What follows belongs to an exercise in optimizing a design on an open flow for small area, a short achievable clock period and few clock cycles per item; a production flow would make more cautious choices.
At most, simulation tests tie the RTL to the original design; equivalence was not proved.
Power and IR drop assume default switching activity.

// lc4_processor
module lc4_processor(input wire         clk,
                     input wire         rst,
                     input wire         gwe,
                     output wire [15:0] o_cur_pc,
                     input wire [15:0]  i_cur_insn_A,
                     input wire [15:0]  i_cur_insn_B,
                     output wire [15:0] o_dmem_addr,
                     input wire [15:0]  i_cur_dmem_data,
                     output wire        o_dmem_we,
                     output wire [15:0] o_dmem_towrite,
                     output wire [ 1:0] test_stall_A,
                     output wire [ 1:0] test_stall_B,
                     output wire [15:0] test_cur_pc_A,
                     output wire [15:0] test_cur_pc_B,
                     output wire [15:0] test_cur_insn_A,
                     output wire [15:0] test_cur_insn_B,
                     output wire        test_regfile_we_A,
                     output wire        test_regfile_we_B,
                     output wire [ 2:0] test_regfile_wsel_A,
                     output wire [ 2:0] test_regfile_wsel_B,
                     output wire [15:0] test_regfile_data_A,
                     output wire [15:0] test_regfile_data_B,
                     output wire        test_nzp_we_A,
                     output wire        test_nzp_we_B,
                     output wire [ 2:0] test_nzp_new_bits_A,
                     output wire [ 2:0] test_nzp_new_bits_B,
                     output wire        test_dmem_we_A,
                     output wire        test_dmem_we_B,
                     output wire [15:0] test_dmem_addr_A,
                     output wire [15:0] test_dmem_addr_B,
                     output wire [15:0] test_dmem_data_A,
                     output wire [15:0] test_dmem_data_B,
                     input  wire [ 7:0] switch_data,
                     output wire [15:0] seven_segment_data,
                     output wire [ 7:0] led_data
                     );
Settings: LEC_CHECK=0, CAP_MARGIN=30, CORE_MARGIN=2, CORE_UTILIZATION=40, SLEW_MARGIN=50, BUFFER_PORTS_ARGS=-buffer_cell sky130_fd_sc_hd__buf_4; clock period 38.0 ns.
standard.sh (not shown) runs the stock make flow with config.mk's settings and CLKGATE_MAP_FILE= SYNTH_SCRIPT=/design/flow/synth_recipe.tcl, a recipe that flattens the netlist after the stock synthesis.
==> flow/flow/run.sh <==
#!/bin/bash
set -euo pipefail
cat >> config.mk <<'EOC'
export BUFFER_PORTS_ARGS = -buffer_cell sky130_fd_sc_hd__buf_4
EOC
bash standard.sh > flow.log 2>&1
Edit:
--- a/flow/design.v
+++ b/flow/design.v
@@ -82,26 +82,26 @@
    reg        d_valid;                        
    reg [2:0]  d_rs, d_rt;                     
    reg [15:0] d_insn;                         
    reg        m_valid;                        
    reg [15:0] m_pc, m_insn, m_res, m_sdata;
    reg [15:0] m_addr;                         
    reg        m_rwe, m_nzp_we, m_load, m_store_we;
    reg [2:0]  m_wsel;
    reg        w_stall;                        
    reg [15:0] w_pc, w_insn, w_data, w_addr;
-   reg        w_rwe, w_nzp_we, w_dwe, w_mem, w_mem_hi;    
+   reg        w_rwe, w_nzp_we, w_dwe, w_mem;
    reg [2:0]  w_wsel, w_nzp;
    reg [15:0] rf [0:7];
    reg [2:0]  nzp;
-   wire [15:0] dv_r  = m_addr;
-   wire [15:0] dv_aq = m_sdata;
+   reg [15:0] dv_r;                           
+   reg [15:0] dv_aq;                          
    reg [2:0]  dv_cnt;                         
    wire [3:0] f_op = i_cur_insn_A[15:12];
    wire [2:0] f_rs = (f_op == 4'b0010 || f_op == 4'b1101) ? i_cur_insn_A[11:9] :    
                      (f_op == 4'b1000)                    ? 3'd7 :                  
                                                             i_cur_insn_A[8:6];
    wire [2:0] f_rt = (f_op == 4'b0111) ? i_cur_insn_A[11:9] : i_cur_insn_A[2:0];   
    wire [15:0] I  = d_insn;
    wire [3:0]  op = I[15:12];
    wire op_br   = op == 4'b0000;
    wire op_ar   = op == 4'b0001;
@@ -180,21 +180,20 @@
       assign dvr[k + 1] = ge ? df[15:0] : sh[15:0];
    end endgenerate
    wire [15:0] dv_aq_step = {dv_aq_in[15-S:0], dvq};
    wire b_zero = (db == 16'd0);
    wire lz16 = sum[16];                       
    wire lz8  = ({8'd0, da[15:8]} < db);         
    wire lz4  = ({4'd0, da[15:4]} < db);         
    wire dv_now  = dv_first & (b_zero | lz16);
    wire dv_last = (dv_cnt == NCH - 1);
    assign div_stall = is_divmod & ~dv_now & ~dv_last;
-   wire dv_busy = d_valid & div_stall & ~lu_stall;    
    wire [15:0] div_res = dv_now ? 16'd0 : dv_aq_step;
    wire [15:0] mod_res = dv_now ? (b_zero ? 16'd0 : da) : dvr[S];
    wire sk4 = dv_first & lz4;
    wire sk8 = dv_first & lz8 & ~lz4;
    wire [15:0] dv_r_n  = sk4 ? {4'd0, da[15:4]} : sk8 ? {8'd0, da[15:8]} : dvr[S];
    wire [15:0] dv_aq_n = sk4 ? {da[3:0], 12'd0} : sk8 ? {da[7:0], 8'd0} : dv_aq_step;
    wire [2:0] dv_cnt_n = sk4 ? 3'd6 : sk8 ? 3'd4 : dv_cnt + 3'd1;
    wire [15:0] pc1 = pc;                      
    wire [15:0] d_pc = pc - 16'd1;
    reg [15:0] x_res;
@@ -242,40 +241,41 @@
                d_insn  <= i_cur_insn_A;
                d_rs    <= f_rs;
                d_rt    <= f_rt;
             end
             if (d_valid & is_divmod & ~lu_stall)
                dv_cnt <= div_stall ? dv_cnt_n : 3'd0;
             m_valid <= d_valid & ~x_stall;
             w_stall <= ~m_valid;
             if (~w_stall & w_nzp_we) nzp <= w_nzp;
          end
+         dv_r  <= dv_r_n;
+         dv_aq <= dv_aq_n;
          m_pc       <= d_pc;
          m_insn     <= d_insn;
          m_res      <= is_divmod ? (is_div ? div_res : mod_res) : x_res;    
-         m_addr     <= dv_busy ? dv_r_n  : sum[15:0];
-         m_sdata    <= dv_busy ? dv_aq_n : rt_val;
+         m_addr     <= sum[15:0];
+         m_sdata    <= rt_val;
          m_rwe      <= x_rwe;
          m_nzp_we   <= x_nzp_we;
          m_wsel     <= x_wsel;
          m_load     <= op_ldr;
          m_store_we <= op_str & d_valid & ~x_stall & ~rst;
          w_pc     <= m_pc;
          w_insn   <= m_insn;
          w_data   <= w_data_n;
          w_addr   <= m_mem ? m_addr : 16'd0;
          w_rwe    <= m_rwe;
          w_nzp_we <= m_nzp_we;
          w_wsel   <= m_wsel;
          w_dwe    <= m_store_we;
          w_mem    <= m_mem;
-         w_mem_hi <= m_insn[15:13] == 3'b011;        
          w_nzp    <= {w_data_n[15], w_data_n == 16'd0, ~w_data_n[15] & (w_data_n != 16'd0)};
       end
    end
    genvar g;
    generate for (g = 0; g < 8; g = g + 1) begin : regs
       always @(posedge clk) begin
          if (gwe) begin
             if (rst) rf[g] <= 16'd0;
             else if (m_valid & m_rwe & (m_wsel == g)) rf[g] <= m_load ? i_cur_dmem_data : m_res;
          end
@@ -288,21 +288,21 @@
    assign test_stall_A        = {1'b0, w_stall};
    assign test_cur_pc_A       = w_pc;
    assign test_cur_insn_A     = w_insn;
    assign test_regfile_we_A   = w_rwe;
    assign test_regfile_wsel_A = w_wsel;
    assign test_regfile_data_A = w_data;
    assign test_nzp_we_A       = w_nzp_we;
    assign test_nzp_new_bits_A = w_nzp;
    assign test_dmem_we_A      = w_dwe;
    assign test_dmem_addr_A    = w_addr;
-   assign test_dmem_data_A    = {w_mem_hi ? w_data[15:8] : 8'd0, w_mem ? w_data[7:0] : 8'd0};
+   assign test_dmem_data_A    = w_mem ? w_data : 16'd0;
    assign test_stall_B        = 2'd1;
    assign test_cur_pc_B       = 16'd0;
    assign test_cur_insn_B     = 16'd0;
    assign test_regfile_we_B   = 1'b0;
    assign test_regfile_wsel_B = 3'd0;
    assign test_regfile_data_B = 16'd0;
    assign test_nzp_we_B       = 1'b0;
    assign test_nzp_new_bits_B = 3'd0;
    assign test_dmem_we_B      = 1'b0;
    assign test_dmem_addr_B    = 16'd0;
After rerunning:
- The new run finished with timing, DRC and antenna clean
- area after synthesis came out higher by 2.3%
- total power went up by about 15%
- die area is higher by about 2.3%
- worst setup slack gains 0.35 ns
- cell area increases by 2.3%
- wire length decreases by 3.3%
Testbench counts after the change, summed over its fixed seeds: cycles 73,510, instructions 64,000.
For the first run of this note, only the layout was checked, not whether the RTL still works.

[port drivers added, routing unchanged]
Ports are ideal in the flow. The routed layouts listed here were re-timed in OpenROAD.
Step 1 sets driving cells, clkbuf_16 on the clock port and buf_2 on the other inputs (assumed; they add their load-dependent delay and slew).
Step 2, shift: input delay + t, output delay - t, t = (earliest + latest rising clock arrival at the registers) / 2. This alone moves slack from input paths to output paths.
Three values: ideal ports, drivers, drivers and shift; two values: the first two.
run	t, ns	setup slack, ns	worst setup path after step 2
the first run	0.641	28.234 / 28.234 / 28.234	register to register
the second run	0.643	28.580 / 28.620 / 27.978	input to register
After both steps every run listed still meets setup and hold. For the second run, which loses most, drivers alone change the setup slack by +0.040 ns; drivers and shift together by -0.602 ns.
